Background: an optimization exercise with open tools, aiming at small area and a short achievable clock period. Do not read the settings as production practice.
At most, simulation tests tie the RTL to the original design; equivalence was not proved.
The clock input has no modelled driver; a real chip could not lean on it and would need a root buffer or a full tree.
Power figures rest on the tool's default switching activity, not on a simulated workload.

// cpu
module cpu(out, in, clk, reset);
input  [7:0] in;
input        clk, reset;
output [7:0] out;
reg [7:0]   out;
reg [7:0]   reg_a, reg_b, reg_c, mem_d;
reg [7:0]   alu_p, alu_g;               
reg         alu_c;                      
reg [127:0] mem;                        
reg [3:0]   a_lo, a_hi;                 
reg         c_alu;                      
reg         a_in, b_in, o_in;           
reg         o_c;                        
reg         ld_a, ld_c;                 
reg         a_c, b_c;                   
reg         o_z;                        
reg         mem_wr;                     
reg         st2, st3;                   
wire nx_s0 = ~reset & ~(a_in | b_in | o_in | ld_a | ld_c);
wire [15:0] nop = {15'd0, nx_s0} << in[7:4];
always @(posedge clk) begin
	c_alu  <= nop[0] | nop[1] | nop[2] | nop[3] | nop[4] | nop[5];
	a_in   <= nop[6];
	b_in   <= nop[7];
	o_in   <= nop[8];
	o_c    <= nop[9] | nop[11];
	ld_a   <= nop[10];
	ld_c   <= nop[12];
	a_c    <= nop[13];
	b_c    <= nop[14];
	o_z    <= nop[15];
	mem_wr <= nop[8] | nop[9] | nop[15];
	st2    <= ~reset & ld_a;
	st3    <= ~reset & ld_c;
	a_lo   <= nx_s0 ? (4'b0001 << in[1:0]) : 4'b0001;
	a_hi   <= nx_s0 ? (4'b0001 << in[3:2]) : 4'b0001;
end
wire [2:0] f = in[6:4];
wire inv_a = f[2] & f[0];
wire use_b = ~f[1] & ~(f[2] & f[0]);
wire inv_b = f[0] & ~f[2];
wire [7:0] a_sel = a_c ? reg_c : reg_a;
  ...
export LEC_CHECK = 0
export CAP_MARGIN = 20
export CORE_MARGIN = 2
export CORE_UTILIZATION = 40
export SETUP_SLACK_MARGIN = 2.0
export SLEW_MARGIN = 20
create_clock -name core_clock -period 4.0 [get_ports {clk}]
standard.sh (not shown) runs the stock make flow with config.mk's settings and CLKGATE_MAP_FILE= SYNTH_SCRIPT=/design/flow/synth_recipe.tcl, a recipe that flattens the netlist after the stock synthesis.
==> flow/flow/run.sh <==
#!/bin/bash
# Own layout flow: the standard flow (standard.sh) with two changes:
#  - the port buffers are sky130_fd_sc_hd__buf_4 (buffer_ports' default pick
#    is a delay cell);
#  - the clock tree step is flow/cts.tcl: the clock port drives 4 clkbuf_8,
#    which drive 8 clkbuf_16 placed at the centres of k-means clusters of the
#    registers, instead of TritonCTS's H-tree.
# Each step's output goes to a log file of its own in the work folder.
set -euo pipefail
R=$(pwd)/orfs/results/$FLOW_PLATFORM/cpu/base
PB="BUFFER_PORTS_ARGS=-buffer_cell sky130_fd_sc_hd__buf_4"
bash standard.sh "$PB" place > log_1_place.txt 2>&1
RESULTS=$R CTS_NTOP=4 CTS_NLEAF=8 CTS_TOPBUF=sky130_fd_sc_hd__clkbuf_8 \
  CTS_LEAFBUF=sky130_fd_sc_hd__clkbuf_16 SETUP_MARGIN=2.0 \
  openroad -no_init -exit flow/cts.tcl > log_2_cts.txt 2>&1
cp "$R/4_1_cts.odb" "$R/4_cts.odb"
touch "$R/4_cts.sdc"
bash standard.sh "$PB" finish > log_3_finish.txt 2>&1
==> flow/flow/cts.tcl <==
# Clock tree step of the own flow, in place of ORFS's cts.tcl: the same
# steps, but a shallow two-level clock tree (see mytree.tcl) instead of
# TritonCTS's H-tree.
set P $::env(FLOW_HOME)/platforms/sky130hd
set R $::env(RESULTS)
read_liberty $P/lib/sky130_fd_sc_hd__tt_025C_1v80.lib
read_db $R/3_place.odb
read_sdc $R/3_place.sdc
source $P/setRC.tcl
set_dont_use {sky130_fd_sc_hd__probe_p_8 sky130_fd_sc_hd__probec_p_8 sky130_fd_sc_hd__lpflow_*}

source [file dirname [info script]]/mytree.tcl
build_clock_tree $::env(CTS_NTOP) $::env(CTS_NLEAF) $::env(CTS_TOPBUF) $::env(CTS_LEAFBUF)

set_placement_padding -global -left 0 -right 0
detailed_placement
set_propagated_clock [all_clocks]
estimate_parasitics -placement
report_clock_latency -clock core_clock

repair_timing -setup_margin $::env(SETUP_MARGIN) -verbose
detailed_placement
check_placement -verbose
estimate_parasitics -placement
report_checks -path_delay max -format end -group_path_count 10
report_worst_slack -max
report_worst_slack -min

write_db $R/4_1_cts.odb
write_sdc -no_timestamp $R/4_cts.sdc
Other scripts of this flow, unchanged in this note and not shown: flow/flow/mytree.tcl
Rerun with:
--- a/flow/flow/run.sh
+++ b/flow/flow/run.sh
@@ -13,3 +13,3 @@
 RESULTS=$R CTS_NTOP=4 CTS_NLEAF=8 CTS_TOPBUF=sky130_fd_sc_hd__clkbuf_8 \
-  CTS_LEAFBUF=sky130_fd_sc_hd__clkbuf_16 SETUP_MARGIN=2.0 \
+  CTS_LEAFBUF=sky130_fd_sc_hd__clkbuf_16 SETUP_MARGIN=2.5 \
   openroad -no_init -exit flow/cts.tcl > log_2_cts.txt 2>&1
--- a/flow/config.mk
+++ b/flow/config.mk
@@ -10,3 +10,3 @@
 export CORE_UTILIZATION = 40
-export SETUP_SLACK_MARGIN = 2.0
+export SETUP_SLACK_MARGIN = 2.5
 export SLEW_MARGIN = 20
Result: The new run passed the timing, DRC and antenna checks; worst hold slack is worse by 0.0034 ns; first-iteration DRC count is higher by 16%; routed wire length is higher by 11%; final area is higher by 10%.
Rerun with:
--- a/flow/flow/run.sh
+++ b/flow/flow/run.sh
@@ -13,3 +13,3 @@
 RESULTS=$R CTS_NTOP=4 CTS_NLEAF=8 CTS_TOPBUF=sky130_fd_sc_hd__clkbuf_8 \
-  CTS_LEAFBUF=sky130_fd_sc_hd__clkbuf_16 SETUP_MARGIN=2.5 \
+  CTS_LEAFBUF=sky130_fd_sc_hd__clkbuf_16 SETUP_MARGIN=2.2 \
   openroad -no_init -exit flow/cts.tcl > log_2_cts.txt 2>&1
--- a/flow/config.mk
+++ b/flow/config.mk
@@ -10,3 +10,3 @@
 export CORE_UTILIZATION = 40
-export SETUP_SLACK_MARGIN = 2.5
+export SETUP_SLACK_MARGIN = 2.2
 export SLEW_MARGIN = 20
The changed run went through all stages and came out clean; sequential share of layout area came out higher by 4.2 points; combinational power came out lower by about a fifth; cell area fell by a little under a tenth; register-to-register slack gets better by 0.07 ns; critical path depth drops by 1.
No functional check of the RTL was part of any run of this note. No run of this note takes its clock network from TritonCTS; it comes from the design's own scripts or RTL.


The RTL this note starts from:
==> flow/design.v <==
module cpu(out, in, clk, reset);
input  [7:0] in;
input        clk, reset;
output [7:0] out;
reg [7:0]   out;
reg [7:0]   reg_a, reg_b, reg_c, mem_d;
reg [7:0]   alu_p, alu_g;               
reg         alu_c;                      
reg [127:0] mem;                        
reg [3:0]   a_lo, a_hi;                 
reg         c_alu;                      
reg         a_in, b_in, o_in;           
reg         o_c;                        
reg         ld_a, ld_c;                 
reg         a_c, b_c;                   
reg         o_z;                        
reg         mem_wr;                     
reg         st2, st3;                   
wire nx_s0 = ~reset & ~(a_in | b_in | o_in | ld_a | ld_c);
wire [15:0] nop = {15'd0, nx_s0} << in[7:4];
always @(posedge clk) begin
	c_alu  <= nop[0] | nop[1] | nop[2] | nop[3] | nop[4] | nop[5];
	a_in   <= nop[6];
	b_in   <= nop[7];
	o_in   <= nop[8];
	o_c    <= nop[9] | nop[11];
	ld_a   <= nop[10];
	ld_c   <= nop[12];
	a_c    <= nop[13];
	b_c    <= nop[14];
	o_z    <= nop[15];
	mem_wr <= nop[8] | nop[9] | nop[15];
	st2    <= ~reset & ld_a;
	st3    <= ~reset & ld_c;
	a_lo   <= nx_s0 ? (4'b0001 << in[1:0]) : 4'b0001;
	a_hi   <= nx_s0 ? (4'b0001 << in[3:2]) : 4'b0001;
end
wire [2:0] f = in[6:4];
wire inv_a = f[2] & f[0];
wire use_b = ~f[1] & ~(f[2] & f[0]);
wire inv_b = f[0] & ~f[2];
wire [7:0] a_sel = a_c ? reg_c : reg_a;
wire [7:0] b_sel = b_c ? reg_c : reg_b;
wire [7:0] alu_x = a_sel ^ {8{inv_a}};
wire [7:0] alu_y = (b_sel & {8{use_b}}) ^ {8{inv_b}};
always @(posedge clk) begin
	alu_p <= alu_x ^ alu_y;
	alu_g <= alu_x & alu_y;
	alu_c <= f[2] | (f[1] ^ f[0]);
end
wire [7:0] g1n, p1n, g2, p2, g3n;
wire [7:0] alu_out;
assign g1n[0] = 1'b0;                   
alu_aoi21 l1g1 (.y(g1n[1]), .a1(alu_p[0]), .a2(alu_c), .b1(alu_g[0]));
genvar gk;
generate
	for (gk = 2; gk < 8; gk = gk + 1) begin : l1
		alu_aoi21 g (.y(g1n[gk]), .a1(alu_p[gk-1]), .a2(alu_g[gk-2]), .b1(alu_g[gk-1]));
		alu_nand2 p (.y(p1n[gk]), .a(alu_p[gk-1]), .b(alu_p[gk-2]));
	end
endgenerate
assign p1n[1:0] = 2'b11;                
wire alu_c_n;
alu_inv   l1c  (.y(alu_c_n), .a(alu_c));
alu_inv   l2g1 (.y(g2[1]), .a(g1n[1]));
alu_oai21 l2g2 (.y(g2[2]), .a1(p1n[2]), .a2(alu_c_n), .b1(g1n[2]));
alu_oai21 l2g3 (.y(g2[3]), .a1(p1n[3]), .a2(g1n[1]), .b1(g1n[3]));
generate
	for (gk = 4; gk < 8; gk = gk + 1) begin : l2
		alu_oai21 g (.y(g2[gk]), .a1(p1n[gk]), .a2(g1n[gk-2]), .b1(g1n[gk]));
		alu_nor2  p (.y(p2[gk]), .a(p1n[gk]), .b(p1n[gk-2]));
	end
endgenerate
assign g2[0] = alu_c;
assign p2[3:0] = 4'd0;                  
generate
	for (gk = 4; gk < 8; gk = gk + 1) begin : l3
		alu_aoi21 g (.y(g3n[gk]), .a1(p2[gk]), .a2(g2[gk-4]), .b1(g2[gk]));
	end
endgenerate
assign g3n[3:0] = 4'd0;                 
alu_xor2  s0 (.y(alu_out[0]), .a(alu_p[0]), .b(alu_c));
alu_xnor2 s1 (.y(alu_out[1]), .a(alu_p[1]), .b(g1n[1]));
alu_xor2  s2 (.y(alu_out[2]), .a(alu_p[2]), .b(g2[2]));
alu_xor2  s3 (.y(alu_out[3]), .a(alu_p[3]), .b(g2[3]));
generate
	for (gk = 4; gk < 8; gk = gk + 1) begin : sh
		alu_xnor2 s (.y(alu_out[gk]), .a(alu_p[gk]), .b(g3n[gk]));
	end
endgenerate
wire [7:0] mem_wd = (in & {8{o_in}}) | (reg_c & {8{o_c}});
reg [15:0] wsel, rsel;
integer i;
always @(*) begin
	for (i = 0; i < 16; i = i + 1) begin
		rsel[i] = a_hi[i / 4] & a_lo[i % 4];
		wsel[i] = mem_wr & rsel[i];
	end
end
wire [7:0] rd;
genvar gb, gp;
generate
	for (gb = 0; gb < 8; gb = gb + 1) begin : rdb
		wire [7:0] u;
		wire [1:0] v;
		for (gp = 0; gp < 8; gp = gp + 1) begin : rdp
			rd_aoi22 t (.y(u[gp]), .a1(rsel[2*gp]), .a2(mem[16*gp + gb]),
			            .b1(rsel[2*gp+1]), .b2(mem[16*gp + 8 + gb]));
		end
		rd_nand4 n0 (.y(v[0]), .a(u[0]), .b(u[1]), .c(u[2]), .d(u[3]));
		rd_nand4 n1 (.y(v[1]), .a(u[4]), .b(u[5]), .c(u[6]), .d(u[7]));
		rd_or2   o  (.y(rd[gb]), .a(v[0]), .b(v[1]));
	end
endgenerate
always @(posedge clk) begin
	for (i = 0; i < 16; i = i + 1)
		if (wsel[i])
			mem[8*i +: 8] <= mem_wd;
	if (!mem_wr)
		mem_d <= rd;
end
wire o_d = ld_a | ld_c | st3;
wire a_h = ~(a_in | a_c);
wire b_h = ~(b_in | b_c);
wire c_h = ~(c_alu | st2);
wire o_h = ~(o_in | o_c | o_d | o_z);
always @(posedge clk) begin
	if (reset) begin
		reg_a <= 8'd0;
		reg_b <= 8'd0;
		reg_c <= 8'd0;
		out   <= 8'd0;
	end else begin
		reg_a <= (in & {8{a_in}}) | (reg_c & {8{a_c}}) | (reg_a & {8{a_h}});
		reg_b <= (in & {8{b_in}}) | (reg_c & {8{b_c}}) | (reg_b & {8{b_h}});
		reg_c <= (alu_out & {8{c_alu}}) | (mem_d & {8{st2}}) | (reg_c & {8{c_h}});
		out   <= (in & {8{o_in}}) | (reg_c & {8{o_c}}) | (mem_d & {8{o_d}}) | (out & {8{o_h}});
	end
end
endmodule
module rd_aoi22(y, a1, a2, b1, b2);
input  a1, a2, b1, b2;
output y;
assign y = ~((a1 & a2) | (b1 & b2));
endmodule
module rd_nand4(y, a, b, c, d);
input  a, b, c, d;
output y;
assign y = ~(a & b & c & d);
endmodule
module rd_or2(y, a, b);
input  a, b;
output y;
assign y = a | b;
endmodule
module alu_aoi21(y, a1, a2, b1);
input  a1, a2, b1;
output y;
assign y = ~((a1 & a2) | b1);
endmodule
module alu_oai21(y, a1, a2, b1);
input  a1, a2, b1;
output y;
assign y = ~((a1 | a2) & b1);
endmodule
module alu_nand2(y, a, b);
input  a, b;
output y;
assign y = ~(a & b);
endmodule
module alu_nor2(y, a, b);
input  a, b;
output y;
assign y = ~(a | b);
endmodule
module alu_inv(y, a);
input  a;
output y;
assign y = ~a;
endmodule
module alu_xor2(y, a, b);
input  a, b;
output y;
assign y = a ^ b;
endmodule
module alu_xnor2(y, a, b);
input  a, b;
output y;
assign y = ~(a ^ b);
endmodule
clock: 4.0 ns
lec_check: 0
cap_margin: 20
core_margin: 2
core_utilization: 35
setup_slack_margin: 2.4
slew_margin: 20
synth_hierarchical: 1
==> flow/flow/run.sh <==
#!/bin/bash
# Own layout flow: the standard flow (standard.sh) with two changes:
#  - the port buffers are sky130_fd_sc_hd__buf_4 (buffer_ports' default pick
#    is a delay cell);
#  - the clock tree step is flow/cts.tcl: the clock port drives 4 clkbuf_8,
#    which drive 8 clkbuf_16 placed at the centres of k-means clusters of the
#    registers, instead of TritonCTS's H-tree, followed by the timing repair
#    and a greedy downsizing pass that keeps the worst slack.
# Each step's output goes to a log file of its own in the work folder.
set -euo pipefail
R=$(pwd)/orfs/results/$FLOW_PLATFORM/cpu/base
PB="BUFFER_PORTS_ARGS=-buffer_cell sky130_fd_sc_hd__buf_4"
bash standard.sh "$PB" place > log_1_place.txt 2>&1
RESULTS=$R CTS_NTOP=4 CTS_NLEAF=8 CTS_TOPBUF=sky130_fd_sc_hd__clkbuf_8 \
  CTS_LEAFBUF=sky130_fd_sc_hd__clkbuf_16 SETUP_MARGIN=2.4 \
  openroad -no_init -exit flow/cts.tcl > log_2_cts.txt 2>&1
cp "$R/4_1_cts.odb" "$R/4_cts.odb"
touch "$R/4_cts.sdc"
bash standard.sh "$PB" finish > log_3_finish.txt 2>&1
==> flow/flow/cts.tcl <==
# Clock tree step of the own flow, in place of ORFS's cts.tcl: the same
# steps, but a shallow two-level clock tree (see mytree.tcl) instead of
# TritonCTS's H-tree, and a greedy downsizing pass (see downsize.tcl) after
# the timing repair.
set P $::env(FLOW_HOME)/platforms/sky130hd
set R $::env(RESULTS)
read_liberty $P/lib/sky130_fd_sc_hd__tt_025C_1v80.lib
read_db $R/3_place.odb
read_sdc $R/3_place.sdc
source $P/setRC.tcl
set_dont_use {sky130_fd_sc_hd__probe_p_8 sky130_fd_sc_hd__probec_p_8 sky130_fd_sc_hd__lpflow_*}

source [file dirname [info script]]/mytree.tcl
build_clock_tree $::env(CTS_NTOP) $::env(CTS_NLEAF) $::env(CTS_TOPBUF) $::env(CTS_LEAFBUF)

set_placement_padding -global -left 0 -right 0
detailed_placement
set_propagated_clock [all_clocks]
estimate_parasitics -placement
report_clock_latency -clock core_clock

repair_timing -setup_margin $::env(SETUP_MARGIN) -verbose
detailed_placement
estimate_parasitics -placement

# area recovery: smaller drive strengths wherever the worst slack allows
source [file dirname [info script]]/downsize.tcl
set ws0 [sta::worst_slack_cmd max]
downsize_cells [expr {$ws0 - 0.002e-9}] 0.1e-9
detailed_placement
check_placement -verbose
estimate_parasitics -placement
report_checks -path_delay max -format end -group_path_count 10
report_worst_slack -max
report_worst_slack -min

write_db $R/4_1_cts.odb
write_sdc -no_timestamp $R/4_cts.sdc
Other scripts of this flow, unchanged in this note and not shown: flow/flow/downsize.tcl, flow/flow/mytree.tcl
==> next run, changes <==
Settings changed: CORE_UTILIZATION 35 to 55.
After rerunning: First-iteration DRC count grows by a few percent. Final cell count fell by roughly a tenth. Combinational power rose by a few percent. Maximum frequency is lower slightly. Routed wire length barely changes. Die area shrinks by a quarter to a third.
==> next run, changes <==
Settings changed: CORE_UTILIZATION 55 to 40.
Via count fell by 3.2%.
Routed wire length goes down by about 5.4%.
Die area came out higher by about 36%.
Power shrinks by 0.99%.
Sequential power hardly moves.
Fmax came out higher by about 3%.
Final area is about the same.
Register-to-register slack gets better by 70 ps.
Core utilization went down by 15 points.
==> next run, changes <==
--- a/flow/flow/run.sh
+++ b/flow/flow/run.sh
@@ -4,4 +4,4 @@
 #    is a delay cell);
-#  - the clock tree step is flow/cts.tcl: the clock port drives 4 clkbuf_8,
-#    which drive 8 clkbuf_16 placed at the centres of k-means clusters of the
+#  - the clock tree step is flow/cts.tcl: the clock port drives 4 clkbuf_16,
+#    which drive 12 clkbuf_16 placed at the centres of k-means clusters of the
 #    registers, instead of TritonCTS's H-tree, followed by the timing repair
@@ -13,3 +13,3 @@
 bash standard.sh "$PB" place > log_1_place.txt 2>&1
-RESULTS=$R CTS_NTOP=4 CTS_NLEAF=8 CTS_TOPBUF=sky130_fd_sc_hd__clkbuf_8 \
+RESULTS=$R CTS_NTOP=4 CTS_NLEAF=12 CTS_TOPBUF=sky130_fd_sc_hd__clkbuf_16 \
   CTS_LEAFBUF=sky130_fd_sc_hd__clkbuf_16 SETUP_MARGIN=2.4 \
Result: Clock skew barely changes; setup slack is better by 3.5 ps; utilization climbs by 0.58 points; sequential share of layout area fell by 0.91 points; global-route usage increases by 0.26 points; total power goes up by 8.5%; design area goes up by 1.3%; area after synthesis is unchanged.
In every run of this note, the design's own scripts or RTL, not TritonCTS, make the clock network.

afterwards: timing with drivers on the ports:
The results above use ideal ports. As a check the final layouts listed here were re-extracted and re-timed, cells and wires unchanged.
Step 1: set_driving_cell puts a clkbuf_16 on clk and a buf_2 on each other input, an assumption about the parent block.
Step 2 also shifts input and output timing later by t, the mid clock arrival at the registers, as if the neighbouring blocks saw the same clock.
Slacks: no drivers / after step 1 / after step 2; pairs: no drivers / after step 1.
run	t (ns)	setup slack, ns	worst hold slack (ns)	slew at the worst register clock pin (ns)	worst data-port slew with drivers (ns)
the first run of note 1	0.370	1.998 / 1.998 / 1.805	0.489 / 0.489 / 0.489	0.11 / 0.11	0.04
the second run of note 1	0.380	2.017 / 2.017 / 2.017	0.486 / 0.486 / 0.486	0.10 / 0.10	0.06
the third run of note 1	0.392	2.087 / 2.087 / 1.978	0.485 / 0.485 / 0.485	0.11 / 0.11	0.03
the first run of note 2	0.377	2.395 / 2.318 / 2.115	0.496 / 0.496 / 0.496	0.10 / 0.10	0.03
the second run of note 2	0.385	2.369 / 2.330 / 2.077	0.471 / 0.471 / 0.471	0.10 / 0.10	0.03
the third run of note 2	0.378	2.416 / 2.339 / 2.137	0.477 / 0.477 / 0.477	0.10 / 0.10	0.03
the fourth run of note 2	0.371	2.419 / 2.328 / 2.159	0.476 / 0.476 / 0.476	0.08 / 0.08	0.03
After both steps every run listed still meets setup and hold. For the second run of note 2, which loses most, drivers alone change the setup slack by -0.039 ns; drivers and shift together by -0.292 ns.
